From an optimization exercise on the open Yosys and OpenROAD flow, aimed at small area, a short achievable clock period and few clock cycles; shortcuts taken in it are not production practice.
Where RTL was checked, it was by simulation tests only, not by an equivalence proof against the original.
The RTL of run 5 was laid out without a check of its function.
Power is estimated from default activity; no workload was simulated.

==> flow/design.v <==
`default_nettype none                
`timescale 1ns/1ps                   
/*verilator lint_off UNUSED*/
typedef enum logic [3:0] {
    NOP     = 4'b0000,       
    LDA     = 4'b0001,       
    ADD     = 4'b0010,       
    SUB     = 4'b0011,       
    STA     = 4'b0100,       
    LDI     = 4'b0101,       
    JMP     = 4'b0110,       
    JC      = 4'b0111,       
    JZ      = 4'b1000,       
    NOP_9   = 4'b1001,       
    NOP_A   = 4'b1010,       
    NOP_B   = 4'b1011,       
    NOP_C   = 4'b1100,       
    NOP_D   = 4'b1101,       
    OUT     = 4'b1110,       
    HLT     = 4'b1111        
} op_t;
typedef logic [3:0] addr_t;
typedef logic [7:0] byte_t;
/*verilator lint_on UNUSED*/
`default_nettype none
`timescale 1ns/1ps
module cpu_core (
    output      logic   hlt_o,           
    output      logic   mem_write_o,     
    output      logic   mem_store_o,     
    output      addr_t  mem_waddr_o,     
    output      byte_t  mem_wdata_o,     
    input  wire logic   wr_fwd_i,        
    input  wire addr_t  wr_addr_i,       
    input  wire byte_t  wr_data_i,       
    output      logic [2:0] mem_addr_ev_o,   
    input  wire byte_t  mem_data_ev_i,
    output      logic [2:0] mem_addr_od_o,   
    input  wire byte_t  mem_data_od_i,
    output      addr_t  mem_eaddr_o,     
    input  wire byte_t  mem_edata_i,
    output      logic   out_strobe_o,    
    output      byte_t  out_value_o,     
    input  wire logic   reset_i,
    input  wire logic   clk_en_i,
    input  wire logic   clk
);
addr_t      q;                           
byte_t      ir0;                         
byte_t      ir1;                         
logic       ctl0;                        
logic       pass0;                       
addr_t      darg;                        
byte_t      a;                           
logic       cf;                          
logic       o_rdy;                       
byte_t      out_hold;                    
logic       out_old;                     
function automatic logic is_ctl(input logic [3:0] op);
    is_ctl = (op == NOP) || (op == JMP) || (op == JC) || (op == JZ) ||
           (op == NOP_9) || (op == NOP_A) || (op == NOP_B) || (op == NOP_C) || (op == NOP_D);
endfunction
function automatic logic is_pass(input logic [3:0] op);
    is_pass = is_ctl(op) || (op == OUT);
endfunction
function automatic logic is_nop(input logic [3:0] op);
    is_nop = (op == NOP) || (op == NOP_9) || (op == NOP_A) || (op == NOP_B) || (op == NOP_C) || (op == NOP_D);
endfunction
function automatic logic [8:0] add8(input logic [7:0] x, input logic [7:0] y, input logic ci);
    logic [8:0] g, p, gn, pn;
    logic [8:0] c;
    g = {x & y, ci};
    p = {x ^ y, 1'b0};
    for (int d = 1; d < 9; d = d * 2) begin
        gn = g;
        pn = p;
        for (int i = d; i < 9; i++) begin
            gn[i] = g[i] | (p[i] & g[i-d]);
            pn[i] = p[i] & p[i-d];
        end
        g = gn;
        p = pn;
    end
    c = g;
    add8 = {c[8], (x ^ y) ^ c[7:0]};
endfunction
op_t        op0, op1, dop;
addr_t      arg0, arg1;
logic       run;
logic       zf;
logic       tk0, tk1;
logic       ctl1;
logic       fold1;
logic       exec0, exec1;
logic       dval;
logic       halt_e;
addr_t      nq, nq1;
logic       fwd0, fwd1;
byte_t      f0, f1;
logic       sub;
byte_t      ax;
logic [8:0] alu;
always_comb op0     = op_t'(ir0[7:4]);
always_comb op1     = op_t'(ir1[7:4]);
always_comb arg0    = ir0[3:0];
always_comb arg1    = ir1[3:0];
always_comb run     = clk_en_i && !hlt_o;
always_comb zf      = (a == 8'h00);
always_comb ctl1    = is_ctl(op1);
always_comb dop     = pass0 ? op1 : op0;
always_comb tk0     = (op0 == JMP) || (op0 == JC && cf) || (op0 == JZ && zf);
always_comb tk1     = (op1 == JMP) || (op1 == JC && cf) ||
                      (op1 == JZ && ((op0 == LDI) ? (arg0 == 4'h0) : zf));
always_comb begin
    case (op0)
        OUT:     fold1 = (op1 != OUT);
        STA:     fold1 = ctl1 || op1 == HLT || op1 == OUT;
        LDI:     fold1 = ctl1 || op1 == HLT || op1 == OUT;
        LDA:     fold1 = is_nop(op1) || op1 == JMP || op1 == JC || op1 == HLT || op1 == OUT;
        default: fold1 = is_nop(op1) || op1 == JMP || op1 == HLT || op1 == OUT;   
    endcase
    if (op0 == STA && arg0 == q + 4'h1) begin
        fold1 = 1'b0;                    
    end
end
always_comb begin
    exec0   = 1'b0;                      
    exec1   = 1'b0;                      
    halt_e  = 1'b0;
    nq      = q + 4'h1;
    nq1     = q + 4'h2;
    if (ctl0 && tk0) begin
        nq      = arg0;
        nq1     = arg0 + 4'h1;
    end else if (op0 == HLT) begin
        halt_e  = 1'b1;
    end else begin
        exec0   = !ctl0;
        if (ctl0 || fold1) begin
            exec1   = 1'b1;
            halt_e  = (op1 == HLT);
            if (ctl1 && tk1) begin
                nq      = arg1;
                nq1     = arg1 + 4'h1;
            end else begin
                nq      = q + 4'h2;
                nq1     = q + 4'h3;
            end
        end
    end
    if (reset_i) begin
        nq      = 4'h0;
        nq1     = 4'h1;
    end else if (!run) begin
        nq      = q;
        nq1     = q + 4'h1;
    end
end
always_comb fwd0    = wr_fwd_i && (run || reset_i) && wr_addr_i == nq;
always_comb fwd1    = wr_fwd_i && (run || reset_i) && wr_addr_i == nq1;
always_comb dval    = pass0 ? exec1 : exec0;
always_comb f0      = fwd0 ? wr_data_i : (nq[0] ? mem_data_od_i : mem_data_ev_i);
always_comb f1      = fwd1 ? wr_data_i : (nq[0] ? mem_data_ev_i : mem_data_od_i);
always_comb sub     = (dop == SUB);
always_comb ax      = a ^ {8{sub}};
always_comb alu     = add8(ax, mem_edata_i, 1'b0);
always_comb mem_addr_ev_o = nq1[3:1];
always_comb mem_addr_od_o = nq[3:1];
always_comb mem_eaddr_o  = darg;
always_comb mem_store_o  = dval && (dop == STA);
always_comb mem_write_o  = run && mem_store_o;
always_comb mem_waddr_o  = darg;
always_comb mem_wdata_o  = a;
always_comb out_strobe_o = o_rdy;
always_comb out_value_o  = out_old ? out_hold : a;
always_ff @(posedge clk) begin
    out_hold <= a;
end
always_ff @(posedge clk) begin
    q       <= nq;
    ir0     <= f0;
    ir1     <= f1;
    ctl0    <= is_ctl(f0[7:4]);
    pass0   <= is_pass(f0[7:4]);
    darg    <= is_pass(f0[7:4]) ? f1[3:0] : f0[3:0];
end
always_ff @(posedge clk) begin
    if (reset_i) begin
        a       <= '0;
        cf      <= 1'b0;
        o_rdy   <= 1'b0;
        out_old <= 1'b0;
        hlt_o   <= 1'b0;
    end else begin
        o_rdy   <= 1'b0;
        if (run) begin
            if (dval) begin
                case (dop)
                    LDA:    a        <= mem_edata_i;
                    ADD, SUB: begin
                        a       <= alu[7:0] ^ {8{sub}};
                        cf      <= alu[8];
                    end
                    LDI:    a        <= {4'h0, darg};
                    default: ;
                endcase
            end
            out_old <= exec0 && op0 == OUT;
            if ((exec0 && op0 == OUT) || (exec1 && op1 == OUT)) begin
                o_rdy   <= 1'b1;
            end
            if (halt_e || f0[7:4] == HLT || (is_nop(f0[7:4]) && f1[7:4] == HLT)) begin
                hlt_o   <= 1'b1;
            end
        end
    end
end
endmodule
`default_nettype wire
`default_nettype none
`timescale 1ns/1ps
module cpu_mem (
    input  wire logic       we_i,        
    input  wire addr_t      waddr_i,     
    input  wire byte_t      wdata_i,     
    input  wire logic [2:0] raddr_ev_i,  
    output      byte_t      rdata_ev_o,
    input  wire logic [2:0] raddr_od_i,  
    output      byte_t      rdata_od_o,
    input  wire addr_t      raddr_e_i,   
    output      byte_t      rdata_e_o,
    input  wire logic       clk
);
byte_t memory [0:15];
always_ff @(posedge clk) begin
    if (we_i) begin
        memory[waddr_i] <= wdata_i;
    end
end
always_comb begin
    rdata_ev_o = '0;
    rdata_od_o = '0;
    for (int i = 0; i < 8; i++) begin
        rdata_ev_o = rdata_ev_o | (memory[2*i]   & {8{raddr_ev_i == 3'(i)}});
        rdata_od_o = rdata_od_o | (memory[2*i+1] & {8{raddr_od_i == 3'(i)}});
    end
end
always_comb begin
    rdata_e_o = '0;
    for (int i = 0; i < 16; i++) begin
        rdata_e_o = rdata_e_o | (memory[i] & {8{raddr_e_i == 4'(i)}});
    end
end
endmodule
`default_nettype wire
`default_nettype none
`timescale 1ns/1ps
module cpu_main (
    input wire  logic       clk_en_i,
    input wire  logic       reset_i,
    output      logic       out_strobe_o,
    output      byte_t      out_value_o,
    output      logic       halt_o,
    input wire  logic       prog_we_i,           
    input wire  addr_t      prog_addr_i,         
    input wire  byte_t      prog_data_i,         
    input wire  logic       clk
);
logic       cpu_we;
logic       cpu_st;
logic       wfwd;
addr_t      cpu_waddr;
byte_t      cpu_wdata;
logic       we;
addr_t      waddr;
byte_t      wdata;
logic [2:0] addr_ev, addr_od;
addr_t      eaddr;
byte_t      data_ev, data_od, edata;
always_comb we      = reset_i ? prog_we_i   : cpu_we;
always_comb wfwd    = reset_i ? prog_we_i   : cpu_st;
always_comb waddr   = reset_i ? prog_addr_i : cpu_waddr;
always_comb wdata   = reset_i ? prog_data_i : cpu_wdata;
cpu_core core (
    .hlt_o(halt_o),
    .mem_write_o(cpu_we),
    .mem_store_o(cpu_st),
    .mem_waddr_o(cpu_waddr),
    .mem_wdata_o(cpu_wdata),
    .wr_fwd_i(wfwd),
    .wr_addr_i(waddr),
    .wr_data_i(wdata),
    .mem_addr_ev_o(addr_ev),
    .mem_data_ev_i(data_ev),
    .mem_addr_od_o(addr_od),
    .mem_data_od_i(data_od),
    .mem_eaddr_o(eaddr),
    .mem_edata_i(edata),
    .out_strobe_o(out_strobe_o),
    .out_value_o(out_value_o),
    .reset_i(reset_i),
    .clk_en_i(clk_en_i),
    .clk(clk)
);
cpu_mem mem (
    .we_i(we),
    .waddr_i(waddr),
    .wdata_i(wdata),
    .raddr_ev_i(addr_ev),
    .rdata_ev_o(data_ev),
    .raddr_od_i(addr_od),
    .rdata_od_o(data_od),
    .raddr_e_i(eaddr),
    .rdata_e_o(edata),
    .clk(clk)
);
endmodule
`default_nettype wire
==> flow/run.sh <==
#!/bin/bash
# synth_recipe.tcl (not shown) runs the flow's synth.tcl, then flattens the netlist and writes it again
# the make line also repeats each setting of config.mk as NAME=value (left out here)
make -C /OpenROAD-flow-scripts/flow DESIGN_CONFIG=/design/flow/config.mk WORK_HOME=/design/flow/orfs CLKGATE_MAP_FILE= SYNTH_SCRIPT=/design/flow/synth_recipe.tcl finish
==> flow/config.mk <==
export PLATFORM = sky130hd
export DESIGN_NAME = cpu_main
export DESIGN_NICKNAME = cpu_main
export VERILOG_FILES = /design/flow/design.v
export SDC_FILE = /design/flow/constraint.sdc
export NUM_CORES = 4
export LEC_CHECK = 0
export ABC_AREA = 1
export CAP_MARGIN = 20
export CORE_MARGIN = 2
export CORE_UTILIZATION = 40
export CTS_BUF_LIST = sky130_fd_sc_hd__clkbuf_4 sky130_fd_sc_hd__clkbuf_8
export SETUP_SLACK_MARGIN = 3.2
export SLEW_MARGIN = 20
==> flow/constraint.sdc <==
create_clock -name core_clock -period 7.0 [get_ports {clk}]
set_input_delay 1.4000 -clock core_clock [delete_from_list [all_inputs] [get_ports {clk}]]
set_output_delay 1.4000 -clock core_clock [all_outputs]
set_load 0.01 [all_outputs]
==> run summary, run 1 <==
- Number of max-slew violations in the final report: 0
- Setup repair after global routing could not meet its margin everywhere.
- Wires add up to about 35,000 um.
- The largest single stage delay on the critical path is between 0.3 and 0.4 ns.
- H-tree depth reported by CTS: 4
- Post-synthesis cell area: a little under 10,000 um^2
- For this configuration, the core starts out at a cell density of 0.404.
* Async set or reset register ratio after synthesis: 0
- From synthesis to final layout, the design area changed by 19.1%.
- Status: no timing/DRC/antenna violations
- Capture instance of the worst register-to-register path: core.a[7]$_SDFFE_PP0P_
- The synthesized design contains between 150 and 200 register bits.
* Reg clk slew, reported paths: roughly 0.1 ns
- Kind of start point of the critical path: register
- Number of distinct library cells after synthesis: 50
- The library cells used most frequently in the layout, excluding fill and tap cells, are sky130_fd_sc_hd__nand2_1 (246), sky130_fd_sc_hd__inv_1 (138), sky130_fd_sc_hd__edfxtp_1 (128), sky130_fd_sc_hd__nand3_1 (98), sky130_fd_sc_hd__nor2_1 (97).
- Of the cells placed in the final design, the portion with a size suffix greater than 1 is 0.196.
- Violation count after the first detailed-route iteration: about 1,400
- The most critical setup path has its startpoint at core.darg[1]$_DFF_P_.
* Number of antenna violations at the first check in global routing: 0
- The critical path is of the register to register type.
- Net count of the mapped netlist: 1,194
- Entering global routing, the biggest net connects 25 pins.
- In this run the worst setup path terminates at core.a[7]$_SDFFE_PP0P_.
* Num CTS Buffers: 17
- Number of non-filler instances in the completed layout: 1,588
- Dividing the detail-routed via count by the number of cells gives around 5.7.
- Die area: 25,700 um^2
- STA puts the critical path data required time at around 7.4 ns.
- Dividing the detail-routed wire length by the instance count gives between 20 and 25 um.
- Combinational cell fraction of total power: 0.629
- CP Capture Type: register
- Diode count: 0
* Die X-Extent: roughly 160 um
- Of the total power, the clock network draws 0.117.
- Across the VDD grid, the largest voltage drop is about 0.2 mV.
- At the worst endpoint, the arrival time is just over 4 ns.
- Worst r2r src: core.darg[1]$_DFF_P_
- Worst skew pair latency: 0.48 ns
- Among cell families on the critical path, the largest total delay comes from compound AO/OA/AOI/OAI gates.
- Vias in the first global route: 8,380
- Walking the worst path, the cells encountered are nor2_1 -> inv_2 -> nor2_1 -> buf_4 -> inv_1 -> o22ai_1 -> a221oi_1 -> nand4_1 -> ha_1 -> a21oi_1 -> nand2_1 -> a21oi_1 -> nor2_1 -> nor2_2 -> nor2_1 -> o21ai_0 -> nand2_1 -> xnor2_1 -> xor2_1 -> nor2_1 -> a211oi_2 -> a211oi_1.
- Among the stages of the critical path, the cell type that occurs most often is sky130_fd_sc_hd__nor2_1.
* Cell depth of the worst min-delay path: 0
- On the critical path, the stage with the largest delay is an instance of sky130_fd_sc_hd__dfxtp_2.
* Areal power density over the cells: between 500 and 600 nW/um^2
* Number of buffers between clock root and the deepest sink: 2
- In this run the mean area of a mapped cell was 8.40 um^2.
- Wire length of the first global-routing pass: ~51,000 um
* Port Buffer Count: 25
- In the synthesized netlist, the number of instances is ~1,200.
* Worst setup slack after placement: around 1.9 ns
- The first TritonRoute pass finished after 6 iterations.
- Total global routing overflow: 0
- Int Power: 2.88 mW
- Worst clock skew: 0.0231 ns
* DPL Wire Length: roughly 25,000 um
- Clock tree from TritonCTS: done
- Minimum clock period: around 3.6 ns
* Root Buffer Master: sky130_fd_sc_hd__clkbuf_8
* Reg2reg path depth: 22
- Yosys warning total: 3
- Core outline area: roughly 24,000 um^2
- In this run the remaining antenna-violating nets after routing total 0.
- Register area share after synthesis: 0.488
- The floorplan has 57 rows.
* Via count of the routed design: 9,015
- Setup slack closes at around 3.4 ns.
* # DRC: 0
* Hold Crit Class: register to register
- Final RePlAce weighted congestion: 1.02
- Leaving out fill and tap cells, the most frequent cell in the layout is sky130_fd_sc_hd__nand2_1.
- The clock net in this run drives a total of ~170 sinks.
- Final hold violation count: 0
* Number of fill cells in the layout: between 2,000 and 2,500
* Count of flip-flops with a built-in enable after synthesis: ~130
- The critical path runs through a total of 22 cells.
* Final critical-path share of the clock period: 0.521
* Final core utilization: 0.481
* Sum Neg Setup Slack: 0 ns
* Switching Fraction: 0.509
* Max_slew headroom: 0.373
- Bufs and invs on worst path: 3
* Die Span Y: about 160 um
- Nets: about 1,300
- Biggest fanout along the worst timing path: 7
* Count of max-cap constraint violations: 0
- Across every metal layer, demand over resource in global routing totals 0.270.
- Portion of total power attributed to sequential cells: 0.253
* P_sw: 2.99 mW
- In this run, placement finished with an instance count of 1,503.
* Number of I/O pins: 26
* Maximum clock frequency: 0.274 GHz
- Worst slew pin tran: about 0.94 ns
- Setup violations remaining at the end of the flow were counted as 0.
- R2R Setup Slk: about 3.4 ns
* Most used flip-flop cell after synthesis: sky130_fd_sc_hd__edfxtp_1
* Total design power: just under 6 mW
- For this design the static power due to leakage is approximately 4.8 nW.
-- cell usage after synthesis, types with 4 or more instances --
cell type	instances	share of area
sky130_fd_sc_hd__buf_6	5	0.0058
sky130_fd_sc_hd__xnor2_1	7	0.0063
sky130_fd_sc_hd__a221oi_1	30	0.027
sky130_fd_sc_hd__inv_1	150	0.058
sky130_fd_sc_hd__clkbuf_1	10	0.0038
sky130_fd_sc_hd__nand4_1	24	0.015
sky130_fd_sc_hd__nand2_4	5	0.0058
sky130_fd_sc_hd__a211oi_1	6	0.0046
sky130_fd_sc_hd__nor2_2	7	0.0045
sky130_fd_sc_hd__dfxtp_1	46	0.094
sky130_fd_sc_hd__ha_1	15	0.019
sky130_fd_sc_hd__nor4_1	5	0.0032
sky130_fd_sc_hd__nor3_1	10	0.0051
sky130_fd_sc_hd__or2_2	5	0.0032
sky130_fd_sc_hd__edfxtp_1	128	0.39
sky130_fd_sc_hd__buf_4	6	0.0046
sky130_fd_sc_hd__o22ai_1	23	0.015
sky130_fd_sc_hd__xor2_1	18	0.016
sky130_fd_sc_hd__nor2_1	127	0.049
sky130_fd_sc_hd__nand2_2	13	0.0083
sky130_fd_sc_hd__nand3_2	9	0.0092
sky130_fd_sc_hd__nand3_1	98	0.050
sky130_fd_sc_hd__a311oi_1	4	0.0036
sky130_fd_sc_hd__inv_2	14	0.0054
sky130_fd_sc_hd__o21ai_0	53	0.027
sky130_fd_sc_hd__a21oi_1	38	0.019
sky130_fd_sc_hd__nand2_1	257	0.099
sky130_fd_sc_hd__buf_2	4	0.0021
sky130_fd_sc_hd__o21ai_1	7	0.0036
-- stage by stage --
stage | instance area (um^2) | hold slack (ns)
3_5_place_dp | 10400 | 0.389
3_3_place_gp | 10400 | 0.389
5_1_grt | 11600 | 0.415
6_report | 11600 | 0.413
2_1_floorplan | 9770 | 0.375
4_1_cts | 11200 | 0.411
-- worst min path at each step --
stage,start,endpoint
floorplan,core.a[6]$_SDFFE_PP0P_,core.out_hold[6]$_DFF_P_
global placement,core.a[7]$_SDFFE_PP0P_,core.out_hold[7]$_DFF_P_
detailed placement,core.a[7]$_SDFFE_PP0P_,core.out_hold[7]$_DFF_P_
CTS,core.a[7]$_SDFFE_PP0P_,core.out_hold[7]$_DFF_P_
global route,core.a[7]$_SDFFE_PP0P_,core.out_hold[7]$_DFF_P_
finish,core.a[7]$_SDFFE_PP0P_,core.out_hold[7]$_DFF_P_
-- cell type report --
class / count / area [um^2] / area share
sequential: 174 / 4780 / 0.411
multi-input combinational: 801 / 4630 / 0.398
timing repair buffer: 92 / 801 / 0.0689
inverter: 167 / 646 / 0.0555
tap: 324 / 405 / 0.0349
clock buffer: 17 / 234 / 0.0201
clock inverter: 13 / 129 / 0.0111
-- layer usage --
| layer | track usage | vias to the layer above | wire length [um] |
|---|---|---|---|
| li1 | - | 4144 | - |
| met1 | 0.346 | 4268 | 14300 |
| met2 | 0.453 | 484 | 16600 |
| met3 | 0.0452 | 119 | 2650 |
| met4 | 0.113 | 0 | 1830 |
| met5 | 0 | - | 0 |
-- sequential cells by signal (all words and copies together), names as in the netlist, 4 cells and up --
register,flops
core.ir1,8
core.darg,4
core.out_hold,8
mem.memory,128
core.ir0,8
core.q,4
core.a,8
-- logic make-up after synthesis --
kind of cell	Yosys count	synth area share
XOR/XNOR	25	0.0224
flip-flops	174	0.488
AND/OR/NAND/NOR	567	0.261
AO/OA/AOI/OAI	188	0.127
buffers and inverters	192	0.0805
adder cells (fa/ha/maj)	16	0.0213
-- power groups by stage --
stage	registers (mW)	clock network (mW)	logic [mW]
floorplan	1.44	0	2.26
CTS	1.47	0.691	3.30
finish	1.49	0.688	3.70
global placement	1.49	0	3.07
global route	1.51	0.728	4.00
detailed placement	1.49	0	3.08
-- repair_timing --
item,in CTS,in global routing
resized for setup,66,63
hold buffers,0,0
endpoints found under the setup margin,128,123
pin swaps,13,25
gates cloned,4,2
setup buffers,18,31
Testbench counts, summed over its fixed seeds: cycles 10,980.
==> inputs of run 2 (changes only) <==
--- a/flow/config.mk
+++ b/flow/config.mk
@@ -10,5 +10,5 @@
 export CORE_MARGIN = 2
 export CORE_UTILIZATION = 40
 export CTS_BUF_LIST = sky130_fd_sc_hd__clkbuf_4 sky130_fd_sc_hd__clkbuf_8
-export SETUP_SLACK_MARGIN = 3.2
+export SETUP_SLACK_MARGIN = 3.3
 export SLEW_MARGIN = 20
==> run 2 against run 1 <==
Effect of this change: sequential power hardly changed; largest power group unchanged; still clean on timing, DRC and antenna; register-to-register slack better by 0.13 ns; highest routed layer unchanged; synthesized cell count stayed put; maximum frequency is 1.3% higher; power is 4.2% higher; via count is 1.3% higher.
==> run summary, run 2 <==
* Launch point of the worst hold path: core.a[7]$_SDFFE_PP0P_ (unchanged)
- The max-capacitance violation count is 0 (unchanged).
- The CTS tree is done (unchanged).
- Number of cells produced by synthesis: 1,162 (unchanged)
- The highest fanout seen on the critical path came to 20 (was 7).
- Largest register by flop count: mem.memory (unchanged)
- Most used flip-flop cell after synthesis: sky130_fd_sc_hd__edfxtp_1 (unchanged)
- The number of warning messages in the yosys log was 3 (unchanged).
- Synthesized area divided by synthesized cell count: 8.40 um^2 (unchanged)
* Number of max-slew violations in the final report: 0 (unchanged)
- The initial cell density of the core came to 0.404 (unchanged).
- The actual slew at the worst max-slew pin is 0.918 ns (was 0.938 ns).
* Root Buffer Master: sky130_fd_sc_hd__clkbuf_8 (unchanged)
- Library cell with the largest summed area after synthesis: sky130_fd_sc_hd__edfxtp_1 (unchanged)
- The fraction of the cycle the final worst path needs came to 0.514 (was 0.521).
- Cells taking the most area after synthesis: sky130_fd_sc_hd__edfxtp_1 (39%), sky130_fd_sc_hd__nand2_1 (9.9%), sky130_fd_sc_hd__dfxtp_1 (9.4%), sky130_fd_sc_hd__inv_1 (5.8%), sky130_fd_sc_hd__nand3_1 (5.0%) (unchanged)
- Worst clock skew: 0.0232 ns (was 0.0231 ns)
* Leading cell types in the layout, fill and taps excluded: sky130_fd_sc_hd__nand2_1 (239), sky130_fd_sc_hd__inv_1 (132), sky130_fd_sc_hd__edfxtp_1 (128), sky130_fd_sc_hd__nor2_1 (93), sky130_fd_sc_hd__nand3_1 (92) (was sky130_fd_sc_hd__nand2_1 (246), sky130_fd_sc_hd__inv_1 (138), sky130_fd_sc_hd__edfxtp_1 (128), sky130_fd_sc_hd__nand3_1 (98), sky130_fd_sc_hd__nor2_1 (97))
* Pre-Repair DR Iteration Count: 5 (was 6)
* Number of buffers between clock root and the deepest sink: 2 (unchanged)
* Die area: 25,700 um^2 (unchanged)
- The worst-skew pair later-pin latency came to 0.48 ns (about the same).
* Maximum number of pins on one net before global-route repair: 25 (unchanged)
- The upper clock frequency limit was 0.278 GHz (was 0.274 GHz).
- The number of global-route vias before repair came to 8,410 (was 8,380).
- The cell count of the worst reg-to-reg path was 21 (was 22).
- Floorplan row count: 57 (unchanged)
- The share of synthesized flip-flops with an asynchronous set or reset is 0 (unchanged).
- The final sum of negative setup slack came to 0 ns (unchanged).
* Capture instance of the worst register-to-register path: core.darg[1]$_DFF_P_ (was core.a[7]$_SDFFE_PP0P_)
- Violation count after the first detailed-route iteration: 1,361 (was 1,419)
- The worst IR drop on VDD is 0.203 mV (was 0.201 mV).
* Die X-Extent: 160 um (unchanged)
- Sink count of the clock tree: 174 (unchanged)
- Areal power density over the cells: 510 nW/um^2 (was 505 nW/um^2)
- The number of levels in the clock H-tree was 4 (unchanged).
* Reg clk slew, reported paths: 0.10 ns (about the same)
- The number of synthesized flops with an enable pin is 128 (unchanged).
- The initial antenna violation count came to 0 (unchanged).
- The detailed-route DRC error count came to 0 (unchanged).
* Num CTS Buffers: 17 (unchanged)
* GRT Resource Usage Total: 0.270 (about the same)
- Final number of setup-violating endpoints: 0 (unchanged)
* Status: no timing/DRC/antenna violations (unchanged)
- Minimum clock period: 3.60 ns (was 3.65 ns)
- Die Span Y: 160 um (unchanged)
- Standby leakage power: 4.92 nW (was 4.76 nW)
- Avg Vias per Cell: 5.67 (was 5.68)
* Share of the synthesized area in the top cell type: 0.394 (unchanged)
* Final RePlAce weighted congestion: 1.02 (unchanged)
* Net count of the mapped netlist: 1,194 (unchanged)
- The number of flip-flops and latches in the synthesized netlist came to 174 (unchanged).
- The first-pass GRT wire length is 51,400 um (about the same).
- Worst r2r src: core.a[3]$_SDFFE_PP0P_ (was core.darg[1]$_DFF_P_)
* Antenna Violating Nets Remaining: 0 (unchanged)
* Final hold violation count: 0 (unchanged)
* Total global routing overflow: 0 (unchanged)
- Port Buffer Count: 25 (unchanged)
- The most frequent standard cell in the layout excluding fill and tap cells is sky130_fd_sc_hd__nand2_1 (unchanged).
- The number of filler instances in the final layout was 2,248 (was 2,296).
- The ratio of cells with drive above 1 in the final layout was 0.237 (was 0.196).
- Core outline area: 24,200 um^2 (unchanged)
* Destination of the worst hold path: core.out_hold[7]$_DFF_P_ (unchanged)
* Final wirelength: 35,500 um (was 35,400 um)
- Post-synthesis cell area: 9770 um^2 (unchanged)
- Most repeated cell in the gate-level netlist after synthesis: sky130_fd_sc_hd__nand2_1 (unchanged)
* Largest register FFs: 128 (unchanged)
- The overall power consumption is 6.12 mW (was 5.87 mW).
- The final antenna diode count was 0 (unchanged).
* Final core utilization: 0.496 (was 0.481)
- The headroom to the max-slew limit was 0.386 (was 0.373).
- Cell depth of the worst min-delay path: 0 (unchanged)
- Total of hold buffers inserted after clock tree synthesis: 0 (unchanged)
- Avg WL per Cell: 22.1 um (was 22.3 um)
- Data arrival time of the worst path: 4.00 ns (was 4.03 ns)
- The I/O pin total was 26 (unchanged).
* Worst endpoint required time: 7.40 ns (was 7.38 ns)
* Register area share after synthesis: 0.488 (unchanged)
- The launch point of the critical path is clk_en_i (was core.darg[1]$_DFF_P_).
- Layout Area Growth over Synthesis: 22.9% (was 19.1%)
* List of most frequent post-synthesis cells: sky130_fd_sc_hd__nand2_1 (257), sky130_fd_sc_hd__inv_1 (150), sky130_fd_sc_hd__edfxtp_1 (128) (unchanged)
- DPL Wire Length: 25,300 um (unchanged)
* Via count of the routed design: 9,136 (was 9,015)
- Hold Crit Class: register to register (unchanged)
- Kind of start point of the critical path: input pin (was register)
- The start-to-end type of the worst setup path was input pin to register (was register to register).
* RSZ-0062 raised after global routing: true (unchanged)
* Nets: 1,307 (was 1,285)
- R2R Setup Slk: 3.48 ns (was 3.35 ns)
- Number of distinct library cells after synthesis: 50 (unchanged)
* CP Capture Type: register (unchanged)
## run 2: power by group
group          switching (mW)  internal (mW)  total (mW)
registers               0.178           1.33        1.51
logic                    2.51           1.42        3.93
clock network           0.399          0.286       0.685
## run 2: logic make-up after synthesis
kind of cell | share of synthesized area
simple gates | 0.261
buf+inv | 0.0805
compound gates | 0.127
flops | 0.488
xor+xnor | 0.0224
fa+ha+maj | 0.0213
## run 2: worst max path at each step
| stage | cells past startpoint | slack [ns] | endpoint |
|---|---|---|---|
| finish | 16 | 3.40 | core.darg[1]$_DFF_P_ |
| global route | 22 | 3.24 | core.a[7]$_SDFFE_PP0P_ |
| CTS | 21 | 3.30 | core.a[7]$_SDFFE_PP0P_ |
| detailed placement | 22 | 1.89 | core.darg[0]$_DFF_P_ |
| global placement | 22 | 1.93 | core.darg[3]$_DFF_P_ |
| floorplan | 20 | 3.31 | core.darg[0]$_DFF_P_ |
## run 2: worst max-delay path, stage by stage
cell,delay [ns]
sky130_fd_sc_hd__dlygate4sd2_1,0.25
sky130_fd_sc_hd__nand2_2,0.13
sky130_fd_sc_hd__inv_2,0.07
sky130_fd_sc_hd__nor2_4,0.18
sky130_fd_sc_hd__inv_6,0.08
sky130_fd_sc_hd__nor2_1,0.12
sky130_fd_sc_hd__inv_2,0.13
sky130_fd_sc_hd__nand2_8,0.15
sky130_fd_sc_hd__inv_8,0.08
sky130_fd_sc_hd__nor3_1,0.36
sky130_fd_sc_hd__a221oi_1,0.15
sky130_fd_sc_hd__nand2_1,0.27
sky130_fd_sc_hd__nand2_1,0.11
sky130_fd_sc_hd__a21oi_1,0.31
sky130_fd_sc_hd__nand2_1,0.09
sky130_fd_sc_hd__nand2_1,0.09
## run 2: through the flow
stage          worst slack, ns  std cells  instance area [um^2]  hold WS (ns)
2_1_floorplan             3.31       1162                  9770         0.375
3_3_place_gp              1.93       1503                 10400         0.389
3_5_place_dp              1.89       1503                 10400         0.389
4_1_cts                   3.30       1557                 11200         0.411
6_report                  3.40       1610                 12000         0.411
5_1_grt                   3.24       1610                 12000         0.416
## run 2: repair_timing
| action | 4_1_cts | 5_1_grt |
|---|---|---|
| resized for setup | 87 | 107 |
| gates cloned | 4 | 3 |
| hold endpoints to repair | 0 | 0 |
| setup endpoints to repair | 129 | 114 |
| pin swaps | 15 | 49 |
| buffers inserted | 20 | 50 |
## run 2: area by class of cell
| cell class | count | area [um^2] | share of cell area |
|---|---|---|---|
| Clock buffer | 17 | 234 | 0.0195 |
| Clock inverter | 13 | 129 | 0.0107 |
| Inverter | 167 | 656 | 0.0546 |
| Multi-Input combinational cell | 802 | 4830 | 0.402 |
| Sequential cell | 174 | 4800 | 0.400 |
| Tap cell | 324 | 405 | 0.0338 |
| Timing Repair Buffer | 113 | 950 | 0.0791 |
## run 2: layer usage
layer,share of wire,up-vias,GRT usage
met5,0,-,0
met4,0.053,0,0.105
met3,0.076,116,0.0455
met2,0.47,463,0.457
met1,0.40,4348,0.347
li1,-,4209,-
==> inputs of run 3 (changes only) <==
--- a/flow/config.mk
+++ b/flow/config.mk
@@ -10,5 +10,5 @@
 export CORE_MARGIN = 2
 export CORE_UTILIZATION = 40
 export CTS_BUF_LIST = sky130_fd_sc_hd__clkbuf_4 sky130_fd_sc_hd__clkbuf_8
-export SETUP_SLACK_MARGIN = 3.3
+export SETUP_SLACK_MARGIN = 3.0
 export SLEW_MARGIN = 20
==> run 3 against run 2 <==
Effect of this change: area after synthesis did not move; non-clock buffer count is 48 lower; hold slack lost 0.022 ns; final cell count is 3.1% lower; global-route usage shrank 0.52 points; register-to-register slack worse by 0.24 ns; first-iteration DRC count is 13% lower; critical path depth up 5; clock skew down 0.0060 ns; utilization fell by 2.8 points; critical path type is now register to register.
==> run summary, run 3 <==
- Worst skew pair latency: 0.49 ns (was 0.48 ns)
* Final wirelength: 34,400 um (was 35,500 um)
* Number of max-slew violations in the final report: 0 (unchanged)
- Leading cell types in the layout, fill and taps excluded: sky130_fd_sc_hd__nand2_1 (248), sky130_fd_sc_hd__inv_1 (143), sky130_fd_sc_hd__edfxtp_1 (128), sky130_fd_sc_hd__nor2_1 (101), sky130_fd_sc_hd__nand3_1 (97) (was sky130_fd_sc_hd__nand2_1 (239), sky130_fd_sc_hd__inv_1 (132), sky130_fd_sc_hd__edfxtp_1 (128), sky130_fd_sc_hd__nor2_1 (93), sky130_fd_sc_hd__nand3_1 (92))
* Register area: 4770 um^2 (was 4800 um^2)
* Final core utilization: 0.468 (was 0.496)
* Root Buffer Master: sky130_fd_sc_hd__clkbuf_8 (unchanged)
- Die X-Extent: 160 um (unchanged)
- The actual slew at the worst max-slew pin came to 1.02 ns (was 0.918 ns).
- Num CTS Buffers: 17 (unchanged)
* Via count of the routed design: 8,773 (was 9,136)
* Final critical-path share of the clock period: 0.537 (was 0.514)
* Layout cells sized above 1: 0.169 (was 0.237)
- The initial antenna violation count was 0 (unchanged).
- The final antenna diode count is 0 (unchanged).
- The cell area after layout was 11,300 um^2 (was 12,000 um^2).
* Count of max-cap constraint violations: 0 (unchanged)
- Floorplan row count: 57 (unchanged)
- The overall power consumption is 5.63 mW (was 6.12 mW).
- List of most frequent post-synthesis cells: sky130_fd_sc_hd__nand2_1 (257), sky130_fd_sc_hd__inv_1 (150), sky130_fd_sc_hd__edfxtp_1 (128) (unchanged).
- R2R Setup Slk: 3.24 ns (was 3.48 ns)
- The number of global-route vias before repair came to 8,342 (was 8,410).
* Max_slew headroom: 0.315 (was 0.386)
- Total of hold buffers inserted after clock tree synthesis: 0 (unchanged)
* H-tree depth reported by CTS: 4 (unchanged)
* Clock tree from TritonCTS: done (unchanged)
- The count of antenna-violating nets left after detailed routing is 0 (unchanged).
- The floorplan die area was 25,700 um^2 (unchanged).
- The overall fraction of global-route tracks in use is 0.265 (was 0.270).
- The number of vias per cell after detailed routing came to 5.62 (was 5.67).
- The most used standard cell by instance count after synthesis is sky130_fd_sc_hd__nand2_1 (unchanged).
* Async set or reset register ratio after synthesis: 0 (unchanged)
* Nets: 1,255 (was 1,307)
- Number of I/O pins: 26 (unchanged)
- The area share of the leading cell type in the synthesized netlist came to 0.394 (unchanged).
- Avg WL per Cell: 22.1 um (about the same)
- The initial cell density of the core came to 0.404 (unchanged).
- Synthesized area divided by synthesized cell count: 8.40 um^2 (unchanged)
- The element type at the critical path start is a register (was input pin).
- # DRC: 0 (unchanged)
* Largest register FFs: 128 (unchanged)
- Data arrival time of the worst path: 4.13 ns (was 4.00 ns)
- Final RePlAce weighted congestion: 1.05 (was 1.02)
- The setup-violating endpoint count in the final report was 0 (unchanged).
- Yosys warning total: 3 (unchanged)
- Status: no timing/DRC/antenna violations (unchanged).
- Cells taking the most area after synthesis: sky130_fd_sc_hd__edfxtp_1 (39%), sky130_fd_sc_hd__nand2_1 (9.9%), sky130_fd_sc_hd__dfxtp_1 (9.4%), sky130_fd_sc_hd__inv_1 (5.8%), sky130_fd_sc_hd__nand3_1 (5.0%) (unchanged)
- The synthesized cell area came to 9770 um^2 (unchanged).
* CP Capture Type: register (unchanged)
- The power per standard cell area is 498 nW/um^2 (was 510 nW/um^2).
- Number of buffers between clock root and the deepest sink: 2 (unchanged)
- Sink count of the clock tree: 174 (unchanged)
* Register area share after synthesis: 0.488 (unchanged)
- Hold Crit Class: register to register (unchanged)
* Number of fill cells in the layout: 2,337 (was 2,248)
- Maximum clock frequency: 0.266 GHz (was 0.278 GHz)
* Most frequent standard cell in the layout excluding fill and tap cells: sky130_fd_sc_hd__nand2_1 (unchanged)
- The required time of the critical path is 7.37 ns (was 7.40 ns).
* Most used flip-flop cell after synthesis: sky130_fd_sc_hd__edfxtp_1 (unchanged)
- RSZ-0062 raised after global routing: true (unchanged)
- Die Span Y: 160 um (unchanged)
- Wire length of the first global-routing pass: 50,000 um (was 51,400 um)
- Minimum clock period: 3.76 ns (was 3.60 ns)
- The multi-input gate area in the final layout is 4520 um^2 (was 4830 um^2).
- The post-synthesis instance total was 1,162 (unchanged).
- The initial DRC count was 1,182 (was 1,361).
* Maximum number of pins on one net before global-route repair: 27 (was 25)
- The number of synthesized flops with an enable pin was 128 (unchanged).
- FF+latch count, synth: 174 (unchanged)
* Final hold violation count: 0 (unchanged)
- Crit Path Class: register to register (was input pin to register)
- The area overhead of the layout relative to synthesis was 15.9% (was 22.9%).
- The setup skew after layout was 0.0172 ns (was 0.0232 ns).
- Number of distinct library cells after synthesis: 50 (unchanged)
- Standby leakage power: 4.60 nW (was 4.92 nW)
* Worst hold margin: 0.390 ns (was 0.411 ns)
- Library cell with the largest summed area after synthesis: sky130_fd_sc_hd__edfxtp_1 (unchanged)
- Sum Neg Setup Slack: 0 ns (unchanged)
- Port Buffer Count: 25 (unchanged)
* Reg clk slew, reported paths: 0.11 ns (was 0.10 ns)
- The final global-route overflow total is 0 (unchanged).
- Standard cell area after detailed placement: 10,400 um^2 (about the same)
* Core outline area: 24,200 um^2 (unchanged)
- The first-pass iteration count of the detailed router was 5 (unchanged).
* Largest register by flop count: mem.memory (unchanged)
- Net count of the mapped netlist: 1,194 (unchanged)
- DPL Wire Length: 25,500 um (was 25,300 um)
* Maximum vdd drop: 0.187 mV (was 0.203 mV)
- Biggest fanout along the worst timing path: 7 (was 20)
run 3: cell counts after synthesis:
Identical to the previous run, type by type.
run 3: timing repair:
| action | in CTS | in global routing |
|---|---|---|
| gates resized for setup | 33 | 77 |
| pin swaps | 4 | 22 |
| endpoints found under the setup margin | 87 | 32 |
| setup buffers | 6 | 20 |
| cloned | 1 | 2 |
run 3: worst paths after layout:
kind,from,end,cells past startpoint
worst min-delay path,core.a[7]$_SDFFE_PP0P_,core.out_hold[7]$_DFF_P_,0
worst max-delay path,core.darg[1]$_DFF_P_,core.a[7]$_SDFFE_PP0P_,21
worst min register to register,core.a[7]$_SDFFE_PP0P_,core.out_hold[7]$_DFF_P_,0
worst max register to register,core.darg[1]$_DFF_P_,core.a[7]$_SDFFE_PP0P_,21
run 3: power breakdown:
part           internal (mW)  switching (mW)
combinational           1.16            2.31
clock                  0.261           0.420
sequential              1.32           0.167
total                   2.74            2.90
run 3: cell type report:
type                    count  share of cell area
well taps                 324              0.0358
clock buffers              18              0.0213
flip-flops and latches    174               0.422
clock inverters            14              0.0108
inverters                 167              0.0572
multi-input cells         798               0.400
repair buffers             65              0.0535
run 3: cell families after synthesis:
| family | Yosys count | share of synthesized area |
|---|---|---|
| adders and majority gates | 16 | 0.0213 |
| AOI/OAI and AO/OA | 188 | 0.127 |
| xor gates and xnor gates | 25 | 0.0224 |
| buffers and inverters | 192 | 0.0805 |
| DFF | 174 | 0.488 |
| and+or+nand+nor | 567 | 0.261 |
run 3: critical path: stages (launching register included):
cell	delay [ns]
sky130_fd_sc_hd__dfxtp_2	0.36
sky130_fd_sc_hd__nor2_1	0.27
sky130_fd_sc_hd__inv_2	0.13
sky130_fd_sc_hd__nor2_2	0.45
sky130_fd_sc_hd__inv_1	0.12
sky130_fd_sc_hd__o22ai_1	0.17
sky130_fd_sc_hd__a221oi_1	0.09
sky130_fd_sc_hd__nand4_1	0.23
sky130_fd_sc_hd__ha_1	0.33
sky130_fd_sc_hd__a21oi_1	0.14
sky130_fd_sc_hd__nand2_1	0.09
sky130_fd_sc_hd__a21oi_1	0.13
sky130_fd_sc_hd__nor2_1	0.05
sky130_fd_sc_hd__nor2_1	0.15
sky130_fd_sc_hd__nor2_1	0.05
sky130_fd_sc_hd__o21ai_0	0.15
sky130_fd_sc_hd__nand2_1	0.09
sky130_fd_sc_hd__xnor2_1	0.17
sky130_fd_sc_hd__xor2_1	0.16
sky130_fd_sc_hd__nor2_1	0.05
sky130_fd_sc_hd__a211oi_1	0.21
sky130_fd_sc_hd__a211oi_1	0.07
run 3: metrics by stage:
| step | setup WS [ns] | instances |
|---|---|---|
| final | 3.24 | 1560 |
| after global routing | 2.98 | 1560 |
| after CTS | 3.01 | 1538 |
| after detailed placement | 1.82 | 1499 |
| after global placement | 1.89 | 1499 |
| after floorplan | 3.20 | 1162 |
run 3: metal layers:
metal  up-vias  share of wire  GRT usage
met3       127          0.072     0.0522
met1      4130           0.41      0.331
met2       434           0.47      0.442
met5         -              0          0
met4         0          0.055      0.128
li1       4082              -          -
==> inputs of run 4 (changes only) <==
--- a/flow/config.mk
+++ b/flow/config.mk
@@ -10,5 +10,5 @@
 export CORE_MARGIN = 2
 export CORE_UTILIZATION = 40
 export CTS_BUF_LIST = sky130_fd_sc_hd__clkbuf_4 sky130_fd_sc_hd__clkbuf_8
-export SETUP_SLACK_MARGIN = 3.0
+export SETUP_SLACK_MARGIN = 3.1
 export SLEW_MARGIN = 20
==> run 4 against run 3 <==
Effect of this change: register-to-register slack gained 0.08 ns; power rose by 0.96%; flip-flop and latch count did not move; combinational power grew 1%; utilization increased by 0.28 points; still clean; highest routed layer unchanged.
==> run summary, run 4 <==
- The total via count after detailed routing is 8,871 (was 8,773).
- Maximum vdd drop: 0.191 mV (was 0.187 mV)
* Worst hold margin: 0.393 ns (was 0.390 ns)
- The actual slew at the worst max-slew pin came to 0.992 ns (was 1.02 ns).
- The total number of clock tree sinks came to 174 (unchanged).
- Final hold violation count: 0 (unchanged)
- Final instance area: 11,400 um^2 (was 11,300 um^2)
* Portion of total power attributed to sequential cells: 0.261 (was 0.263)
- The final global-route overflow total was 0 (unchanged).
- FF+latch count, synth: 174 (unchanged)
- Net count of the mapped netlist: 1,194 (unchanged)
- The share of synthesized flip-flops with an asynchronous set or reset came to 0 (unchanged).
- Synthesized area divided by synthesized cell count: 8.40 um^2 (unchanged)
- Most common cell on crit path: sky130_fd_sc_hd__nand2_1 (was sky130_fd_sc_hd__nor2_1)
* Final number of setup-violating endpoints: 0 (unchanged)
- The max-slew violation total from the final report came to 0 (unchanged).
- Share of the synthesized area in the top cell type: 0.394 (unchanged)
- The post-synthesis instance total was 1,162 (unchanged).
- The instance area at placement was 10,400 um^2 (unchanged).
- Cells taking the most area after synthesis: sky130_fd_sc_hd__edfxtp_1 (39%), sky130_fd_sc_hd__nand2_1 (9.9%), sky130_fd_sc_hd__dfxtp_1 (9.4%), sky130_fd_sc_hd__inv_1 (5.8%), sky130_fd_sc_hd__nand3_1 (5.0%) (unchanged)
- The final sum of negative setup slack came to 0 ns (unchanged).
* Combinational cell fraction of total power: 0.619 (was 0.616)
- The number of hold buffers added after cts came to 0 (unchanged).
* Number of non-filler instances in the completed layout: 1,568 (was 1,560)
- Worst skew pair latency: 0.49 ns (about the same)
- Library cell with the largest summed area after synthesis: sky130_fd_sc_hd__edfxtp_1 (unchanged)
- The routed wire length is 34,700 um (was 34,400 um).
- The highest fanout seen on the critical path came to 8 (was 7).
- Root Buffer Master: sky130_fd_sc_hd__clkbuf_8 (unchanged)
- The start-to-end type of the worst setup path was register to register (unchanged).
- The dominant synthesized flop cell is sky130_fd_sc_hd__edfxtp_1 (unchanged).
- Layout Area Growth over Synthesis: 16.6% (was 15.9%)
* Max_slew headroom: 0.336 (was 0.315)
* Count of flip-flops with a built-in enable after synthesis: 128 (unchanged)
* Die Span Y: 160 um (unchanged)
- The distinct cell type count after synthesis was 50 (unchanged).
- GRT Resource Usage Total: 0.266 (was 0.265)
* Worst endpoint required time: 7.43 ns (was 7.37 ns)
* Leading cell types in the layout, fill and taps excluded: sky130_fd_sc_hd__nand2_1 (247), sky130_fd_sc_hd__inv_1 (141), sky130_fd_sc_hd__edfxtp_1 (128), sky130_fd_sc_hd__nor2_1 (101), sky130_fd_sc_hd__nand3_1 (97) (was sky130_fd_sc_hd__nand2_1 (248), sky130_fd_sc_hd__inv_1 (143), sky130_fd_sc_hd__edfxtp_1 (128), sky130_fd_sc_hd__nor2_1 (101), sky130_fd_sc_hd__nand3_1 (97))
- Status: no timing/DRC/antenna violations (unchanged).
- The initial DRC count is 1,332 (was 1,182).
* Die X-Extent: 160 um (unchanged)
- The launch point of the critical path is core.q[0]$_DFF_P_ (was core.darg[1]$_DFF_P_).
- Largest register by flop count: mem.memory (unchanged)
- DPL Wire Length: 25,500 um (unchanged)
- The most frequent standard cell in the layout excluding fill and tap cells was sky130_fd_sc_hd__nand2_1 (unchanged).
- The internal power contribution came to 2.75 mW (was 2.74 mW).
- The worst setup slack for register-to-register paths was 3.32 ns (was 3.24 ns).
- # DRC: 0 (unchanged)
- The number of global-route vias before repair is 8,368 (was 8,342).
- The post-layout minimum cycle time was 3.68 ns (was 3.76 ns).
- Wire length of the first global-routing pass: 50,300 um (was 50,000 um)
- The synthesized cell area came to 9770 um^2 (unchanged).
- The clock network fraction of design power came to 0.120 (was 0.121).
- P_sw: 2.93 mW (was 2.90 mW)
- The flip-flop count of the largest register after layout came to 128 (unchanged).
- The reg-to-reg startpoint was core.q[0]$_DFF_P_ (was core.darg[1]$_DFF_P_).
* List of most frequent post-synthesis cells: sky130_fd_sc_hd__nand2_1 (257), sky130_fd_sc_hd__inv_1 (150), sky130_fd_sc_hd__edfxtp_1 (128) (unchanged)
- Yosys warning total: 3 (unchanged)
- Cell total after placement: 1,499 (unchanged)
- The cell at the slowest stage of the critical path was sky130_fd_sc_hd__dfxtp_2 (was sky130_fd_sc_hd__nor2_2).
- The max-capacitance violation count came to 0 (unchanged).
- The number of buffers inserted during clock tree synthesis is 17 (unchanged).
- Final critical-path share of the clock period: 0.525 (was 0.537)
- Worst clock skew: 0.0183 ns (was 0.0172 ns)
- The last weighted congestion value of the routability-driven placer came to 1.05 (unchanged).
- The average wire per cell in the routed design was 22.1 um (about the same).
* Starting utilization of the core area: 0.404 (unchanged)
- Switching Fraction: 0.516 (was 0.514)
- Avg Vias per Cell: 5.66 (was 5.62)
- The cell leakage power was 4.63 nW (was 4.60 nW).
- The port buffer count came to 25 (unchanged).
- Pre-Repair DR Iteration Count: 6 (was 5)
- Areal power density over the cells: 499 nW/um^2 (was 498 nW/um^2)
- Maximum number of pins on one net before global-route repair: 27 (unchanged)
- The maximum cell stage delay along the critical path was 0.40 ns (was 0.45 ns).
- Number of antenna violations at the first check in global routing: 0 (unchanged)
* CP Capture Type: register (unchanged)
- Hold Crit Class: register to register (unchanged)
- Register area share after synthesis: 0.488 (unchanged)
* Reg clk slew, reported paths: 0.10 ns (was 0.11 ns)
- The ratio of cells with drive above 1 in the final layout was 0.178 (was 0.169).
- The worst-case clock buffer depth was 2 (unchanged).
- The worst endpoint data arrival time is 4.11 ns (was 4.13 ns).
* Floorplan row count: 57 (unchanged)
- The count of antenna-violating nets left after detailed routing came to 0 (unchanged).
- The number of levels in the clock H-tree was 4 (unchanged).
- The number of nets in the finished design was 1,263 (was 1,255).
* Core outline area: 24,200 um^2 (unchanged)
* Die area: 25,700 um^2 (unchanged)
* Kind of start point of the critical path: register (unchanged)
- Maximum clock frequency: 0.272 GHz (was 0.266 GHz)
- RSZ-0062 raised after global routing: false (was true).
* Most repeated cell in the gate-level netlist after synthesis: sky130_fd_sc_hd__nand2_1 (unchanged)
- Launch point of the worst hold path: core.a[7]$_SDFFE_PP0P_ (unchanged)
- The CTS tree was done (unchanged).
* Diode count: 0 (unchanged)
- Number of I/O pins: 26 (unchanged)
run 4: final timing paths:
| kind | depth (start not counted) | end |
|---|---|---|
| worst max-delay path | 28 | core.darg[0]$_DFF_P_ |
| worst min-delay path | 0 | core.out_hold[7]$_DFF_P_ |
| worst max register to register | 28 | core.darg[0]$_DFF_P_ |
| worst min register to register | 0 | core.out_hold[7]$_DFF_P_ |
run 4: worst max-delay path: cells and delay by family (launching register included):
kind,cells,cell delay [ns]
adders and majority gates,1,0.35
xor gates and xnor gates,1,0.12
and+or+nand+nor,22,2.22
DFF,1,0.40
buffers and inverters,4,0.51
run 4: logic make-up (layout without fill, tap and decap cells):
logic type | Yosys count | after routing | share of synthesized area
XOR/XNOR | 25 | 25 | 0.0224
buffers and inverters | 192 | 271 | 0.0805
AO/OA/AOI/OAI | 188 | 188 | 0.127
adder cells (fa/ha/maj) | 16 | 16 | 0.0213
flip-flops | 174 | 174 | 0.488
AND/OR/NAND/NOR | 567 | 570 | 0.261
run 4: area by class of cell:
| cell class | instances | area (um^2) |
|---|---|---|
| fill | 2338 | 12800 |
| sequential | 174 | 4780 |
| multi-input combinational | 799 | 4550 |
| inverter | 167 | 647 |
| timing repair buffer | 71 | 634 |
| tap | 324 | 405 |
| clock buffer | 18 | 241 |
| clock inverter | 14 | 123 |
| timing repair inverter | 1 | 6.26 |
run 4: layer usage:
layer | global-route usage | vias to the layer above | routed length [um]
met5 | 0 | - | 0
met4 | 0.131 | 0 | 1750
met3 | 0.0457 | 120 | 2470
met2 | 0.444 | 461 | 16400
met1 | 0.336 | 4187 | 14100
li1 | - | 4103 | -
run 4: power groups by stage:
stage	Sequential [mW]	Combinational [mW]	Clock (mW)
3_5_place_dp	1.49	3.06	0
4_1_cts	1.48	3.18	0.688
6_report	1.48	3.52	0.681
5_1_grt	1.50	3.84	0.729
2_1_floorplan	1.44	2.26	0
3_3_place_gp	1.49	3.05	0
run 4: metrics by stage:
step | setup WS, ns | utilization | power, mW
2_1_floorplan | 3.20 | - | 3.69
3_3_place_gp | 1.89 | 0.429 | 4.54
3_5_place_dp | 1.82 | 0.429 | 4.55
4_1_cts | 3.09 | 0.454 | 5.34
5_1_grt | 3.07 | 0.471 | 6.07
6_report | 3.32 | 0.471 | 5.69
run 4: what timing repair did:
item / in CTS / in global routing
pin swaps: 8 / 19
setup endpoints to repair: 120 / 35
buffers inserted: 10 / 22
gates cloned: 2 / 3
resized for setup: 44 / 67
==> inputs of run 5 (changes only) <==
--- a/flow/design.v
+++ b/flow/design.v
@@ -50,6 +50,7 @@
 byte_t      ir1;                         
 logic       ctl0;                        
 logic       pass0;                       
+logic       self0;                       
 addr_t      darg;                        
 byte_t      a;                           
 logic       cf;                          
@@ -119,7 +120,7 @@
         LDA:     fold1 = is_nop(op1) || op1 == JMP || op1 == JC || op1 == HLT || op1 == OUT;
         default: fold1 = is_nop(op1) || op1 == JMP || op1 == HLT || op1 == OUT;   
     endcase
-    if (op0 == STA && arg0 == q + 4'h1) begin
+    if (self0) begin
         fold1 = 1'b0;                    
     end
 end
@@ -183,6 +184,7 @@
     ctl0    <= is_ctl(f0[7:4]);
     pass0   <= is_pass(f0[7:4]);
     darg    <= is_pass(f0[7:4]) ? f1[3:0] : f0[3:0];
+    self0   <= (f0[7:4] == STA) && (f0[3:0] == nq1);
 end
 always_ff @(posedge clk) begin
     if (reset_i) begin
--- a/flow/config.mk
+++ b/flow/config.mk
@@ -10,5 +10,5 @@
 export CORE_MARGIN = 2
 export CORE_UTILIZATION = 40
 export CTS_BUF_LIST = sky130_fd_sc_hd__clkbuf_4 sky130_fd_sc_hd__clkbuf_8
-export SETUP_SLACK_MARGIN = 3.1
+export SETUP_SLACK_MARGIN = 2.9
 export SLEW_MARGIN = 20
==> run 5 against run 4 <==
Effect of this change: via count increased by 0.18%; routed wire length increased by 4.8%; non-clock buffer count decreased by 16; critical path type unchanged; maximum frequency decreased by 7.6%; flip-flop and latch count increased by 1; clock power increased by 7.8%; first-iteration DRC count decreased by 6.2%; global-route usage increased by 1.5 points; combinational power increased by 4%.
==> run summary, run 5 <==
- Cells taking the most area after synthesis: sky130_fd_sc_hd__edfxtp_1 (39%), sky130_fd_sc_hd__nand2_1 (9.7%), sky130_fd_sc_hd__dfxtp_1 (9.6%), sky130_fd_sc_hd__nand3_1 (5.2%), sky130_fd_sc_hd__inv_1 (5.1%) (was sky130_fd_sc_hd__edfxtp_1 (39%), sky130_fd_sc_hd__nand2_1 (9.9%), sky130_fd_sc_hd__dfxtp_1 (9.4%), sky130_fd_sc_hd__inv_1 (5.8%), sky130_fd_sc_hd__nand3_1 (5.0%)).
- Most frequent standard cell in the layout excluding fill and tap cells: sky130_fd_sc_hd__nand2_1 (unchanged)
- Core outline area: 24,200 um^2 (about the same)
* Final hold violation count: 0 (unchanged)
* Pre-Repair DR Iteration Count: 5 (was 6)
- The highest fanout seen on the critical path was 7 (was 8).
- Portion of netlist area occupied by mux cells: 0.00458 (was 0)
- The start-to-end type of the worst setup path is register to register (unchanged).
- The headroom to the max-slew limit was 0.250 (was 0.336).
- Kind of start point of the critical path: register (unchanged)
- Most repeated cell in the gate-level netlist after synthesis: sky130_fd_sc_hd__nand2_1 (unchanged)
- List of most frequent post-synthesis cells: sky130_fd_sc_hd__nand2_1 (253), sky130_fd_sc_hd__inv_1 (134), sky130_fd_sc_hd__edfxtp_1 (128) (was sky130_fd_sc_hd__nand2_1 (257), sky130_fd_sc_hd__inv_1 (150), sky130_fd_sc_hd__edfxtp_1 (128)).
- The ratio of cells with drive above 1 in the final layout came to 0.169 (was 0.178).
- Largest family of logic cells by synthesized area: simple AND/OR/NAND/NOR gates (unchanged)
- Post-synthesis cell area: 9830 um^2 (was 9770 um^2)
- The flip-flop count of the largest register after layout is 128 (unchanged).
* Final instance area: 11,300 um^2 (was 11,400 um^2)
- Capture instance of the worst register-to-register path: core.a[7]$_SDFFE_PP0P_ (was core.darg[0]$_DFF_P_)
* FF+latch count, synth: 175 (was 174)
* Number of cells produced by synthesis: 1,138 (was 1,162)
* Leading cell types in the layout, fill and taps excluded: sky130_fd_sc_hd__nand2_1 (249), sky130_fd_sc_hd__inv_1 (128), sky130_fd_sc_hd__edfxtp_1 (128), sky130_fd_sc_hd__nand3_1 (100), sky130_fd_sc_hd__nor2_1 (91) (was sky130_fd_sc_hd__nand2_1 (247), sky130_fd_sc_hd__inv_1 (141), sky130_fd_sc_hd__edfxtp_1 (128), sky130_fd_sc_hd__nor2_1 (101), sky130_fd_sc_hd__nand3_1 (97))
* Port Buffer Count: 25 (unchanged)
* Register area share after synthesis: 0.487 (was 0.488)
- The worst min-delay path category is register to register (unchanged).
- Number of distinct library cells after synthesis: 58 (was 50)
- The power per standard cell area came to 525 nW/um^2 (was 499 nW/um^2).
- The area overhead of the layout relative to synthesis was 14.5% (was 16.6%).
- Maximum clock frequency: 0.251 GHz (was 0.272 GHz)
- The initial DRC count came to 1,250 (was 1,332).
- RSZ-0062 raised after global routing: true (was false)
- Largest register by flop count: mem.memory (unchanged)
* Total global routing overflow: 0 (unchanged)
- Async set or reset register ratio after synthesis: 0 (unchanged)
- The cell depth of the worst min-delay path was 0 (unchanged).
- The sequential cell area came to 4800 um^2 (was 4780 um^2).
- Critical Path Max Stage Delay: 0.44 ns (was 0.40 ns)
- The final HPWL from detailed placement is 26,500 um (was 25,500 um).
- The CTS tree was done (unchanged).
- Starting utilization of the core area: 0.406 (was 0.404)
* Adder-Cell Fraction of Synth Area: 0.0211 (was 0.0213)
* Via count of the routed design: 8,887 (was 8,871)
- The instance area at placement came to 10,400 um^2 (about the same).
* Synthesized area divided by synthesized cell count: 8.64 um^2 (was 8.40 um^2)
* Root Buffer Master: sky130_fd_sc_hd__clkbuf_8 (unchanged)
- The I/O pin total was 26 (unchanged).
* Avg WL per Cell: 23.8 um (was 22.1 um)
* Count of max-cap constraint violations: 0 (unchanged)
* Antenna Violating Nets Remaining: 0 (unchanged)
- The number of vias per cell after detailed routing is 5.82 (was 5.66).
* Maximum vdd drop: 0.193 mV (was 0.191 mV)
- Post-synthesis share of cell area spent on xor and xnor gates: 0.0223 (was 0.0224)
- Area fraction in compound gates after synthesis: 0.131 (was 0.127)
* Die Span Y: 161 um (was 160 um)
- The worst setup slack for register-to-register paths was 3.02 ns (was 3.32 ns).
* Die X-Extent: 161 um (was 160 um)
* Number of max-slew violations in the final report: 0 (unchanged)
- The pin count of the biggest net entering global routing was 28 (was 27).
- The number of nets in the finished design came to 1,223 (was 1,263).
- The total number of clock tree sinks was 175 (was 174).
- H-tree depth reported by CTS: 4 (unchanged)
- The number of non-filler instances in the completed layout came to 1,528 (was 1,568).
- Most used flip-flop cell after synthesis: sky130_fd_sc_hd__edfxtp_1 (unchanged)
- Minimum clock period: 3.98 ns (was 3.68 ns)
- Crit-path cells: nor2_1 -> inv_2 -> nor2_2 -> nand2_1 -> o211ai_1 -> a221oi_1 -> nand3_1 -> a221oi_2 -> nand4_1 -> a221oi_1 -> nand3_1 -> ha_1 -> o21ai_0 -> nand2_1 -> xnor2_2 -> xor2_1 -> nor2_1 -> a211oi_1 -> a211oi_1
- The final hold slack was 0.400 ns (was 0.393 ns).
- Final critical-path share of the clock period: 0.569 (was 0.525)
* Launch point of the worst path: core.darg[1]$_DFF_P_ (was core.q[0]$_DFF_P_)
* Status: no timing/DRC/antenna violations (unchanged)
- Worst clock skew: 0.0314 ns (was 0.0183 ns)
- The worst endpoint data arrival time is 4.35 ns (was 4.11 ns).
* Total area of multi-input combinational cells: 4610 um^2 (was 4550 um^2)
- The final sum of negative setup slack is 0 ns (unchanged).
- The initial antenna violation count came to 0 (unchanged).
* Fraction of the mapped netlist area in simple logic gates: 0.264 (was 0.261)
* Number of buffers between clock root and the deepest sink: 2 (unchanged)
* Final RePlAce weighted congestion: 1.05 (about the same)
* Final wirelength: 36,400 um (was 34,700 um)
* Cell total after placement: 1,471 (was 1,499)
- Final number of setup-violating endpoints: 0 (unchanged)
* GRT Resource Usage Total: 0.281 (was 0.266)
* Reg clk slew, reported paths: 0.11 ns (was 0.10 ns)
* Die area: 25,900 um^2 (was 25,700 um^2)
* Wire length of the first global-routing pass: 53,200 um (was 50,300 um)
- Net count of the mapped netlist: 1,170 (was 1,194)
- Floorplan row count: 57 (unchanged)
- Destination of the worst hold path: core.out_hold[7]$_DFF_P_ (unchanged)
* # DRC: 0 (unchanged)
- Worst slew pin tran: 1.13 ns (was 0.992 ns)
- Yosys warning total: 3 (unchanged)
- Standby leakage power: 4.59 nW (was 4.63 nW)
- Reg2reg path depth: 19 (was 28)
* Diode count: 0 (unchanged)
- Slowest-stage cell, CP: sky130_fd_sc_hd__dfxtp_2 (unchanged)
* CP Capture Type: register (unchanged)
- The reg-to-reg startpoint was core.darg[1]$_DFF_P_ (was core.q[0]$_DFF_P_).
- The area share of the leading cell type in the synthesized netlist came to 0.391 (was 0.394).
- The worst-skew pair later-pin latency came to 0.49 ns (about the same).
- Num CTS Buffers: 17 (unchanged)
- The number of global-route vias before repair was 8,364 (was 8,368).
- The launch instance of the worst min-delay path is core.a[7]$_SDFFE_PP0P_ (unchanged).
- The number of synthesized flops with an enable pin is 128 (unchanged).
- The number of filler instances in the final layout is 2,430 (was 2,338).
* Total design power: 5.92 mW (was 5.69 mW)
* Library cell with the largest summed area after synthesis: sky130_fd_sc_hd__edfxtp_1 (unchanged)
- The required time of the critical path was 7.37 ns (was 7.43 ns).
## run 5: worst max-delay path: cells and delay by family, from the launching register on
kind,cells,cell delay [ns]
buf+inv,1,0.13
compound gates,7,1.43
fa+ha+maj,1,0.40
xor+xnor,2,0.32
flops,1,0.44
simple gates,8,1.14
## run 5: through the flow
step	worst slack [ns]	util
after floorplan	3.22	-
after global placement	1.60	0.429
after detailed placement	1.60	0.429
after CTS	2.91	0.453
after global routing	2.86	0.464
final	3.02	0.464
## run 5: power breakdown
part	internal, mW	switching, mW	total (mW)	leakage (nW)
registers	1.32	0.194	1.52	1.56
logic	1.20	2.46	3.66	2.84
clock network	0.275	0.459	0.734	0.195
total	2.80	3.11	5.92	4.59
## run 5: cell families (layout without fill, tap and decap cells)
logic type | count (synthesis) | count (layout)
and+or+nand+nor | 561 | 562
AOI/OAI and AO/OA | 188 | 188
DFF | 175 | 175
buffers and inverters | 169 | 234
xor gates and xnor gates | 25 | 25
adders and majority gates | 16 | 16
muxes | 4 | 4
## run 5: cell type report
| cell class | instances | area share |
|---|---|---|
| clock buffer | 18 | 0.0220 |
| sequential | 175 | 0.426 |
| tap | 324 | 0.0360 |
| multi-input combinational | 795 | 0.410 |
| inverter | 147 | 0.0501 |
| clock inverter | 14 | 0.0128 |
| timing repair buffer | 55 | 0.0437 |
## run 5: per-layer routing
metal / share of wire / global-route usage
met5: 0 / 0
met1: 0.41 / 0.379
met2: 0.45 / 0.444
met4: 0.052 / 0.132
met3: 0.085 / 0.0480
## run 5: repair_timing
item | 4_1_cts | 5_1_grt
pin swaps | 4 | 11
resized for setup | 32 | 50
hold buffers | 0 | 0
gates cloned | 0 | 1
hold endpoints to repair | 0 | 0
setup buffers | 9 | 15
endpoints found under the setup margin | 137 | 12
## run 5: worst max path at each step
| stage | end | slack [ns] | cells past startpoint |
|---|---|---|---|
| floorplan | core.a[7]$_SDFFE_PP0P_ | 3.22 | 23 |
| global placement | core.self0$_DFF_P_ | 1.60 | 19 |
| detailed placement | core.darg[1]$_DFF_P_ | 1.60 | 18 |
| CTS | core.darg[0]$_DFF_P_ | 2.91 | 24 |
| global route | core.a[7]$_SDFFE_PP0P_ | 2.86 | 22 |
| finish | core.a[7]$_SDFFE_PP0P_ | 3.02 | 19 |

## static timing again, ports no longer ideal
No port has a modelled driver above. Below, the same layouts with a new extraction and two added sets of constraints.
Step 1, drivers: a clkbuf_16 drives clk and a buf_2 each remaining input, both assumed.
Step 2 moves the port delays by t, midway between the first and last clock arrival at a register: inputs arrive t later, outputs are due t later. That takes back most of the time a late clock gives input paths.
Three values: ideal, step 1, step 2; two values: the first two.
run | t (ns) | slack for setup (ns) | hold WS [ns] | worst data-port slew with drivers (ns)
run 1 | 0.518 | 3.354 / 3.354 / 2.868 | 0.413 / 0.413 / 0.413 | 0.03
run 2 | 0.516 | 3.400 / 3.425 / 2.909 | 0.411 / 0.411 / 0.411 | 0.04
run 3 | 0.526 | 3.241 / 3.241 / 2.818 | 0.390 / 0.390 / 0.390 | 0.04
run 4 | 0.527 | 3.323 / 3.323 / 2.890 | 0.393 / 0.393 / 0.393 | 0.04
run 5 | 0.526 | 3.020 / 3.020 / 2.728 | 0.400 / 0.400 / 0.400 | 0.04
After both steps every run listed still meets setup and hold. For run 2, which loses most, drivers alone change the setup slack by +0.025 ns; drivers and shift together by -0.491 ns.
